This is an optimization exercise on Yosys and OpenROAD, whose aim is small area and a short achievable clock period, not a production implementation.
Where RTL was checked, it was by simulation tests only, not by an equivalence proof against the original.
Power is estimated from default activity; no workload was simulated.

Design vedicmult_16bit, start of the top module:
module vedicmult_16bit(input [15:0] a, b,
input clk, reset,
output reg [31:0] out);
For scale: roughly 32 flip-flops, ~66 I/O pins, roughly 7300 um2 of cells after synthesis.
clock: 17.0 ns
lec_check: 0
cap_margin: 20
core_margin: 2
core_utilization: 40
cts_buf_list: sky130_fd_sc_hd__clkbuf_4 sky130_fd_sc_hd__clkbuf_8
slew_margin: 20
synth_hierarchical: 1
synth_minimum_keep_size: 0
standard.sh (not shown) runs the stock make flow with config.mk's settings and CLKGATE_MAP_FILE= SYNTH_SCRIPT=/design/flow/synth_recipe.tcl, a recipe that flattens the netlist after the stock synthesis.
==> flow/flow/run.sh <==
#!/bin/bash
# Own layout flow: the standard ORFS flow (standard.sh), with the input and
# output port buffers made of plain buf_2 cells (the default picks a delay cell).
set -euo pipefail
export BUFFER_PORTS_ARGS="-buffer_cell sky130_fd_sc_hd__buf_2"
export PRE_FLOORPLAN_TCL="$PWD/flow/pre_floorplan.tcl"
bash standard.sh > standard.log 2>&1
==> flow/flow/pre_floorplan.tcl <==
# Synthesis (abc) maps each Booth selector to an a22oi_2; the _1 cell is the
# same function in less area and easily drives the single gate it feeds.
set swaps {sky130_fd_sc_hd__a22oi_2 sky130_fd_sc_hd__a22oi_1}
set n 0
foreach inst [[ord::get_db_block] getInsts] {
  set m [[$inst getMaster] getName]
  if { [dict exists $swaps $m] } {
    replace_cell [get_cells [$inst getName]] [dict get $swaps $m]
    incr n
  }
}
puts "pre_floorplan: resized $n cells"
The baseline ran to the end with no violations.
Next try:
==> flow/flow/run.sh (replaced) <==
#!/bin/bash
# Own layout flow: the standard ORFS flow (standard.sh), with the input and
# output port buffers made of plain buf_2 cells (the default picks a delay cell);
# the output buffers are then cut down to buf_1 before detailed placement.
set -euo pipefail
export BUFFER_PORTS_ARGS="-buffer_cell sky130_fd_sc_hd__buf_2"
export PRE_FLOORPLAN_TCL="$PWD/flow/pre_floorplan.tcl"
export PRE_DETAIL_PLACE_TCL="$PWD/flow/pre_detail_place.tcl"
export SETUP_SLACK_MARGIN=9.3
bash standard.sh > standard.log 2>&1
==> flow/flow/pre_detail_place.tcl (new file) <==
# Output ports drive only the 10 fF pin load and have ample slack: their port
# buffers can be the smallest buffer.
set n 0
foreach inst [[ord::get_db_block] getInsts] {
  set m [[$inst getMaster] getName]
  set name [$inst getName]
  if { $m eq "sky130_fd_sc_hd__buf_2" && [string match "output*" $name] } {
    replace_cell [get_cells $name] sky130_fd_sc_hd__buf_1
    incr n
  }
}
puts "pre_detail_place: resized $n output buffers"
Result:
- The new run ran to the end with no violations
- cell count is higher by 3.5%
- non-clock buffer count is higher by 35
- via count is higher by 2.6%
- synthesized area does not change
- utilization is higher by 5.3 points
- total power is higher by 23%
- routed wire length is higher by 7.0%

* * *

== build 88 ==
vedicmult_16bit again, from the RTL that the note above started with.
// vedicmult_16bit
module vedicmult_16bit(input [15:0] a, b,
input clk, reset,
output reg [31:0] out);
==> flow/config.mk <==
export PLATFORM = sky130hd
export DESIGN_NAME = vedicmult_16bit
export DESIGN_NICKNAME = vedicmult_16bit
export VERILOG_FILES = /design/flow/design.v
export SDC_FILE = /design/flow/constraint.sdc
export NUM_CORES = 4
export LEC_CHECK = 0
export CAP_MARGIN = 20
export CORE_MARGIN = 2
export CORE_UTILIZATION = 40
export CTS_BUF_LIST = sky130_fd_sc_hd__clkbuf_4 sky130_fd_sc_hd__clkbuf_8
export SLEW_MARGIN = 20
export SYNTH_HIERARCHICAL = 1
export SYNTH_MINIMUM_KEEP_SIZE = 0
==> flow/constraint.sdc <==
create_clock -name core_clock -period 17.0 [get_ports {clk}]
set_input_delay 3.4000 -clock core_clock [delete_from_list [all_inputs] [get_ports {clk}]]
set_output_delay 3.4000 -clock core_clock [all_outputs]
set_load 0.01 [all_outputs]
==> flow/flow/run.sh <==
#!/bin/bash
# Own layout flow: the standard ORFS flow (standard.sh), with the input and
# output port buffers made of plain buf_2 cells (the default picks a delay cell);
# the output buffers are then cut down to buf_1 before detailed placement.
set -euo pipefail
export BUFFER_PORTS_ARGS="-buffer_cell sky130_fd_sc_hd__buf_2"
export PRE_FLOORPLAN_TCL="$PWD/flow/pre_floorplan.tcl"
export PRE_DETAIL_PLACE_TCL="$PWD/flow/pre_detail_place.tcl"
export SETUP_SLACK_MARGIN=8.8
bash standard.sh > standard.log 2>&1
==> flow/flow/pre_detail_place.tcl <==
# Output ports drive only the 10 fF pin load and have ample slack: their port
# buffers can be the smallest buffer.
set n 0
foreach inst [[ord::get_db_block] getInsts] {
  set m [[$inst getMaster] getName]
  set name [$inst getName]
  if { $m eq "sky130_fd_sc_hd__buf_2" && [string match "output*" $name] } {
    replace_cell [get_cells $name] sky130_fd_sc_hd__buf_1
    incr n
  }
}
puts "pre_detail_place: resized $n output buffers"
Scripts as last shown in full above: flow/flow/pre_floorplan.tcl
Inputs modified between build 88 and build 49:
- changing CTS_BUF_LIST from sky130_fd_sc_hd__clkbuf_4 sky130_fd_sc_hd__clkbuf_8 to sky130_fd_sc_hd__clkbuf_4
- setting CTS_CLUSTER_SIZE to 8 for the first time
-- flow/flow/run.sh --
<<< build 88, line 9
export SETUP_SLACK_MARGIN=8.8
>>> build 49, line 9
[summary]
- Re final routed wirelength across all metal layers: build 88 was higher than build 49.
- Changes observed in build 49 relative to build 88: wire length on met2 now sits lower, overall power lower, flip-flop and latch count did not really move, required time of the critical path higher.
- Summary of build 49 over build 88: multi-input gate share of total cell area +1.7 points, final hold slack +0.011 ns.
Edits applied to the flow inputs when going from build 49 to build 84:
- changing CTS_BUF_LIST from sky130_fd_sc_hd__clkbuf_4 to sky130_fd_sc_hd__clkbuf_4 sky130_fd_sc_hd__clkbuf_8
- removing CTS_CLUSTER_SIZE (formerly 8)
==> flow/flow/run.sh <==
#!/bin/bash
# Own layout flow: the standard ORFS flow (standard.sh), with the input and
# output port buffers made of plain buf_2 cells (the default picks a delay cell).
set -euo pipefail
export BUFFER_PORTS_ARGS="-buffer_cell sky130_fd_sc_hd__buf_2"
export PRE_FLOORPLAN_TCL="$PWD/flow/pre_floorplan.tcl"
export SETUP_SLACK_MARGIN=9
bash standard.sh > standard.log 2>&1
removed: flow/flow/pre_detail_place.tcl
### Flow results
- The total wirelength of the detailed-routed design reported for build 84 is smaller than that of build 49 by about 0.4%.
- The final critical path time including I/O delays and setup of build 84 is lower than that of build 49.
- Looking only at worst setup slack, and setting everything else aside, the lower value of build 49 and build 84 goes to build 49.
Inputs modified between build 84 and build 46:
- changing CTS_BUF_LIST from sky130_fd_sc_hd__clkbuf_4 sky130_fd_sc_hd__clkbuf_8 to sky130_fd_sc_hd__clkbuf_4
- setting CTS_CLUSTER_SIZE to 8 for the first time
-- flow/flow/run.sh --
<<< build 84, line 3
# output port buffers made of plain buf_2 cells (the default picks a delay cell).
>>> build 46, line 3
# output port buffers made of plain buf_2 cells (the default picks a delay cell);
# the output buffers are then cut down to buf_1 before detailed placement.
<<< build 84, line 7
export SETUP_SLACK_MARGIN=9
>>> build 46, line 8
export PRE_DETAIL_PLACE_TCL="$PWD/flow/pre_detail_place.tcl"
export SETUP_SLACK_MARGIN=8.8
==> flow/flow/pre_detail_place.tcl (new file) <==
# Output ports drive only the 10 fF pin load and have ample slack: their port
# buffers can be the smallest buffer.
set n 0
foreach inst [[ord::get_db_block] getInsts] {
  set m [[$inst getMaster] getName]
  set name [$inst getName]
  if { $m eq "sky130_fd_sc_hd__buf_2" && [string match "output*" $name] } {
    replace_cell [get_cells $name] sky130_fd_sc_hd__buf_1
    incr n
  }
}
puts "pre_detail_place: resized $n output buffers"
## What came out
- Summary: slack of the critical path, build 46 worse than build 84
- The relative contribution of the clock network to total power in build 46 sits 0.6 points below the value recorded for build 84.
- Final standard cell area without fillers, build 84 and build 46: larger value in build 84
- According to the power report, total power for build 46 is lower than for build 84.
- Per the comparison of build 46 with build 84, fraction of standard cell area that is sequential rose 0.39 points; placement-stage cell area fell 1.8%; core utilization fell 2.2 points.
Input changes introduced in build 55 (baseline for comparison: build 46):
- CTS_CLUSTER_DIAMETER now 200, previously not set
- CTS_CLUSTER_SIZE now 32, was 8
- CTS_BUF_LIST now sky130_fd_sc_hd__clkbuf_8 sky130_fd_sc_hd__clkbuf_16, was sky130_fd_sc_hd__clkbuf_4
-- flow/flow/run.sh --
<<< build 46, line 9
export SETUP_SLACK_MARGIN=8.8
>>> build 55, line 9
## What came out
- From build 46 to build 55 the numbers moved as follows: global routing usage summed across all routing layers up 0.19 points, worst setup slack went down 0.36 ns, number of global-route vias before repair rose 38.
## Diff of input files: build 28 against build 55
- CTS_CLUSTER_SIZE: 32 -> unset
- CTS_BUF_LIST: sky130_fd_sc_hd__clkbuf_8 sky130_fd_sc_hd__clkbuf_16 -> sky130_fd_sc_hd__clkbuf_4 sky130_fd_sc_hd__clkbuf_8
- CTS_CLUSTER_DIAMETER: 200 -> unset
## What came out
Taking build 55 over build 28, the peak ir drop on the vdd network ratio works out to 1.13. Build 28 vs build 55: clock buffer and inverter area fraction after layout down. Looking only at synthesis-to-finish area growth, and setting everything else aside, the lower value of build 55 and build 28 goes to build 28. Where setup slack after layout is concerned, build 55 is outperformed by build 28. On power in the clock group, build 28 does better than build 55. Delta (build 28 minus build 55): internal power went down by 3.2%, number of antenna cells inserted essentially unchanged. Cmp build 55 and build 28 / power consumption / higher: build 55. Register clock-pin slew on the reported worst setup and hold paths up 0.02 ns in build 28 wrt build 55.

* * *

vedicmult_16bit, a different RTL version from the one above (not shown whole).
Size: ~770 cells after synthesis, roughly 0.0072 mm^2 of cells after synthesis.
==> flow/config.mk <==
export PLATFORM = sky130hd
export DESIGN_NAME = vedicmult_16bit
export DESIGN_NICKNAME = vedicmult_16bit
export VERILOG_FILES = /design/flow/design.v
export SDC_FILE = /design/flow/constraint.sdc
export NUM_CORES = 4
export LEC_CHECK = 0
export CAP_MARGIN = 20
export CORE_MARGIN = 2
export CORE_UTILIZATION = 40
export CTS_BUF_LIST = sky130_fd_sc_hd__clkbuf_4
export CTS_CLUSTER_SIZE = 6
export SLEW_MARGIN = 20
export SYNTH_HIERARCHICAL = 1
export SYNTH_MINIMUM_KEEP_SIZE = 0
==> flow/constraint.sdc <==
create_clock -name core_clock -period 17.0 [get_ports {clk}]
set_input_delay 3.4000 -clock core_clock [delete_from_list [all_inputs] [get_ports {clk}]]
set_output_delay 3.4000 -clock core_clock [all_outputs]
set_load 0.01 [all_outputs]
==> flow/flow/run.sh <==
#!/bin/bash
# Own layout flow: the standard ORFS flow (standard.sh), with the input and
# output port buffers made of plain buf_2 cells (the default picks a delay cell);
# the output buffers are then cut down to buf_1 before detailed placement.
set -euo pipefail
export BUFFER_PORTS_ARGS="-buffer_cell sky130_fd_sc_hd__buf_2"
export PRE_FLOORPLAN_TCL="$PWD/flow/pre_floorplan.tcl"
export PRE_DETAIL_PLACE_TCL="$PWD/flow/pre_detail_place.tcl"
export SETUP_SLACK_MARGIN=8.8
bash standard.sh > standard.log 2>&1
==> flow/flow/pre_detail_place.tcl <==
# Output ports drive only the 10 fF pin load and have ample slack: their port
# buffers can be the smallest buffer.
set n 0
foreach inst [[ord::get_db_block] getInsts] {
  set m [[$inst getMaster] getName]
  set name [$inst getName]
  if { $m eq "sky130_fd_sc_hd__buf_2" && [string match "output*" $name] } {
    replace_cell [get_cells $name] sky130_fd_sc_hd__buf_1
    incr n
  }
}
puts "pre_detail_place: resized $n output buffers"
Scripts as last shown in full above: flow/flow/pre_floorplan.tcl
Then changed:
--- a/flow/flow/run.sh
+++ b/flow/flow/run.sh
@@ -9 +9 @@
-export SETUP_SLACK_MARGIN=8.8
+export SETUP_SLACK_MARGIN=8.9
--- a/flow/config.mk
+++ b/flow/config.mk
@@ -11,2 +11,2 @@
-export CTS_BUF_LIST = sky130_fd_sc_hd__clkbuf_4
-export CTS_CLUSTER_SIZE = 6
+export CTS_BUF_LIST = sky130_fd_sc_hd__clkbuf_8
+export CTS_CLUSTER_SIZE = 8
=> Via count is higher slightly. Synthesized area does not change. Cell area is higher by a few percent. Sequential share of layout area is lower by 0.46 points. Power is higher by roughly a tenth. Combinational power is higher by roughly a tenth. Count of clock-buffer cells in the layout is higher by 2. Critical path depth is higher by 4. Worst setup slack improves by 0.064 ns.
Then changed:
--- a/flow/flow/run.sh
+++ b/flow/flow/run.sh
@@ -9 +9 @@
-export SETUP_SLACK_MARGIN=8.9
+export SETUP_SLACK_MARGIN=8.7
Synthesized cell count is unchanged.
Routed wire length drops by a few percent.
Sequential share of layout area climbs by 0.39 points.
Via count drops slightly.
Clock-buffer cell count drops by 2.
Final area drops by a few percent.
Clock power climbs by a quarter to a third.
Total power drops by roughly a tenth.
Hold slack got worse by 0.0040 ns.
Then changed:
--- a/flow/flow/run.sh
+++ b/flow/flow/run.sh
@@ -9 +9 @@
-export SETUP_SLACK_MARGIN=8.7
+export SETUP_SLACK_MARGIN=8.8
--- a/flow/config.mk
+++ b/flow/config.mk
@@ -11 +11,2 @@
-export CTS_BUF_LIST = sky130_fd_sc_hd__clkbuf_8
+export CTS_BUF_LIST = sky130_fd_sc_hd__clkbuf_4
+export CTS_CLUSTER_DIAMETER = 40
=> Setup slack gets better by 0.099 ns; global-route usage rises by 0.17 points; total power falls slightly; die area does not change; non-clock buffer count is unchanged.
Then changed:
--- a/flow/config.mk
+++ b/flow/config.mk
@@ -12 +12 @@
-export CTS_CLUSTER_DIAMETER = 40
+export CTS_CLUSTER_DIAMETER = 60
What happened: Design area does not change; critical path depth does not change; non-clock buffer count stays the same; worst hold slack stays the same; total power stays the same.
No functional check of the RTL was part of any run of this note.

* * *

Setup of indigo:
Another version of the RTL of vedicmult_16bit (not shown whole).
Size in the first run: about 32 flip-flops, about 0.0073 mm² of cells after synthesis.
Settings: LEC_CHECK=0, CAP_MARGIN=20, CORE_MARGIN=2, CORE_UTILIZATION=40, CTS_BUF_LIST=sky130_fd_sc_hd__clkbuf_4, CTS_CLUSTER_SIZE=8, SLEW_MARGIN=20, SYNTH_HIERARCHICAL=1, SYNTH_MINIMUM_KEEP_SIZE=0; clock period 17.0 ns.
==> flow/flow/run.sh <==
#!/bin/bash
# Own layout flow: the standard ORFS flow (standard.sh), with the input and
# output port buffers made of plain buf_2 cells (the default picks a delay cell);
# the output buffers are then cut down to buf_1 before detailed placement.
set -euo pipefail
export BUFFER_PORTS_ARGS="-buffer_cell sky130_fd_sc_hd__buf_2"
export PRE_FLOORPLAN_TCL="$PWD/flow/pre_floorplan.tcl"
export PRE_DETAIL_PLACE_TCL="$PWD/flow/pre_detail_place.tcl"
bash standard.sh > standard.log 2>&1
Scripts as last shown in full above: flow/flow/pre_detail_place.tcl, flow/flow/pre_floorplan.tcl
### indigo -> raven
--- a/flow/flow/run.sh
+++ b/flow/flow/run.sh
@@ -8,2 +8,3 @@
 export PRE_DETAIL_PLACE_TCL="$PWD/flow/pre_detail_place.tcl"
+export SETUP_SLACK_MARGIN=9.1
 bash standard.sh > standard.log 2>&1
Compare raven and indigo | post-place setup slack lower: indigo. On total vias in the final route, indigo beats raven. Higher placement-stage cell area among raven and indigo: raven. raven vs indigo, part of the power in combinational logic went up by 1.3 points. indigo → raven: total routed wire length on the met1 layer saw an increase; worst hold slack now smaller. The capturing instance or port of the critical path comes out out[31] in one run and out[22] in the other, namely in indigo and raven respectively.
Modified inputs, onyx compared to raven
==> flow/flow/run.sh <==
#!/bin/bash
# Own layout flow: the standard ORFS flow (standard.sh) with these changes:
# - input and output port buffers are plain buf_2 cells (the default picks a
#   delay cell); the output ones are cut to buf_1 before detailed placement
#   (flow/pre_detail_place.tcl), as they drive only the pin load;
# - abc's a22oi_2 cells, if any, become a22oi_1 (flow/pre_floorplan.tcl).
# The clock period and all constraints are the design's.
set -euo pipefail
export BUFFER_PORTS_ARGS="-buffer_cell sky130_fd_sc_hd__buf_2"
export PRE_FLOORPLAN_TCL="$PWD/flow/pre_floorplan.tcl"
export PRE_DETAIL_PLACE_TCL="$PWD/flow/pre_detail_place.tcl"
bash standard.sh > standard.log 2>&1
### Flow results
- Delta (onyx minus raven): maximum frequency went down by 4.8%, net load switching power went down by 81 µW, first-iteration DRC count went up by 29.
- onyx vs raven, launching element of the worst setup path: b[3] vs b[10]
- Compared with raven, onyx shows a higher total length of routed wires.
- Mean area per synthesized cell came out exactly the same in onyx and raven.
- raven has higher worst setup slack than onyx.
[inputs] cedar vs onyx
--- a/flow/flow/run.sh
+++ b/flow/flow/run.sh
@@ -5,3 +5,5 @@
 #   (flow/pre_detail_place.tcl), as they drive only the pin load;
-# - abc's a22oi_2 cells, if any, become a22oi_1 (flow/pre_floorplan.tcl).
+# - abc's a22oi_2 cells, if any, become a22oi_1 (flow/pre_floorplan.tcl);
+# - the timing repair aims at 8.8 ns of setup slack, so that it speeds up the
+#   critical path beyond what the 17 ns clock alone asks for.
 # The clock period and all constraints are the design's.
@@ -11,2 +13,3 @@
 export PRE_DETAIL_PLACE_TCL="$PWD/flow/pre_detail_place.tcl"
+export SETUP_SLACK_MARGIN=8.8
 bash standard.sh > standard.log 2>&1
Findings:
- onyx went all the way through synthesis, placement and routing and the layout is clean on timing, DRC and antenna.
- cedar finished end to end and its layout was clean on timing, DRC and antenna.
- Re hold buffer count at CTS: no difference whatsoever between cedar and onyx.
- onyx -> cedar: total of buffers placed on input and output ports delta 0, exact match
- cedar vs onyx on antenna cell count: cedar is the higher one.
--- input diff cedar..harbor ---
==> flow/flow/run.sh <==
#!/bin/bash
# Own layout flow: the standard ORFS flow (standard.sh), with the input and
# output port buffers made of plain buf_2 cells (the default picks a delay cell);
# the output buffers are then cut down to buf_1 before detailed placement.
set -euo pipefail
export BUFFER_PORTS_ARGS="-buffer_cell sky130_fd_sc_hd__buf_2"
export PRE_FLOORPLAN_TCL="$PWD/flow/pre_floorplan.tcl"
export PRE_DETAIL_PLACE_TCL="$PWD/flow/pre_detail_place.tcl"
export SETUP_SLACK_MARGIN=8.8
bash standard.sh > standard.log 2>&1
## What came out
harbor and cedar ended up with roughly the same part of the cycle the worst path needs.
cedar -> harbor: power flat
As far as maximum frequency goes, harbor and cedar are indistinguishable; the numbers are identical.
Comparing cedar against harbor, there is no change at all in routed length on met2.
Clock-buffer cell count: cedar vs harbor identical
Total vias in the final route came out exactly the same in harbor and cedar.
As far as quantity of hold-fixing buffers added after cts goes, harbor and cedar are indistinguishable; the numbers are identical.
Re final-layout clock-cell area share: no difference whatsoever between cedar and harbor.

==> separate check: timing with driven ports <==
How much do the figures lean on ideal ports? The routed layouts below were timed once more, with nothing changed but the port constraints.
Step 1, drivers: a clkbuf_16 drives clk and a buf_2 each remaining input, both assumed.
Step 2 also shifts input and output timing later by t, the mid clock arrival at the registers, as if the neighbouring blocks saw the same clock.
Three values: ideal, step 1, step 2; two values: the first two.
run | t, ns | setup WS [ns] | worst setup path at the end | worst register clock-pin slew, ns | worst data-port slew with drivers (ns)
the first run of note 1 | 0.324 | 8.605 / 8.597 / 8.273 | input to register | 0.06 / 0.06 | 0.04
the second run of note 1 | 0.306 | 9.327 / 9.247 / 8.941 | input to register | 0.07 / 0.07 | 0.15
build 88 | 0.332 | 9.001 / 8.996 / 8.665 | input to register | 0.07 / 0.07 | 0.05
build 49 | 0.377 | 8.682 / 8.690 / 8.313 | input to register | 0.09 / 0.09 | 0.04
build 84 | 0.303 | 9.139 / 9.125 / 8.822 | input to register | 0.07 / 0.07 | 0.08
build 46 | 0.391 | 8.977 / 8.984 / 8.594 | input to register | 0.11 / 0.11 | 0.05
build 55 | 0.319 | 8.620 / 8.636 / 8.317 | input to register | 0.05 / 0.05 | 0.04
build 28 | 0.325 | 8.628 / 8.641 / 8.317 | input to register | 0.07 / 0.07 | 0.04
the first run of note 3 | 0.406 | 9.007 / 8.999 / 8.592 | input to register | 0.13 / 0.13 | 0.05
the second run of note 3 | 0.323 | 9.072 / 8.995 / 8.672 | input to register | 0.07 / 0.07 | 0.12
the third run of note 3 | 0.348 | 8.908 / 8.922 / 8.574 | input to register | 0.08 / 0.08 | 0.05
the fourth run of note 3 | 0.406 | 9.007 / 8.999 / 8.592 | input to register | 0.13 / 0.13 | 0.05
the fifth run of note 3 | 0.406 | 9.007 / 8.999 / 8.592 | input to register | 0.13 / 0.13 | 0.05
indigo | 0.375 | 8.818 / 8.829 / 8.454 | input to register | 0.10 / 0.10 | 0.04
raven | 0.354 | 9.213 / 9.208 / 8.854 | input to register | 0.11 / 0.11 | 0.06
onyx | 0.375 | 8.818 / 8.829 / 8.454 | input to register | 0.10 / 0.10 | 0.04
cedar | 0.392 | 9.009 / 9.012 / 8.620 | input to register | 0.10 / 0.10 | 0.04
harbor | 0.392 | 9.009 / 9.012 / 8.620 | input to register | 0.10 / 0.10 | 0.04
After both steps every run listed still meets setup and hold.
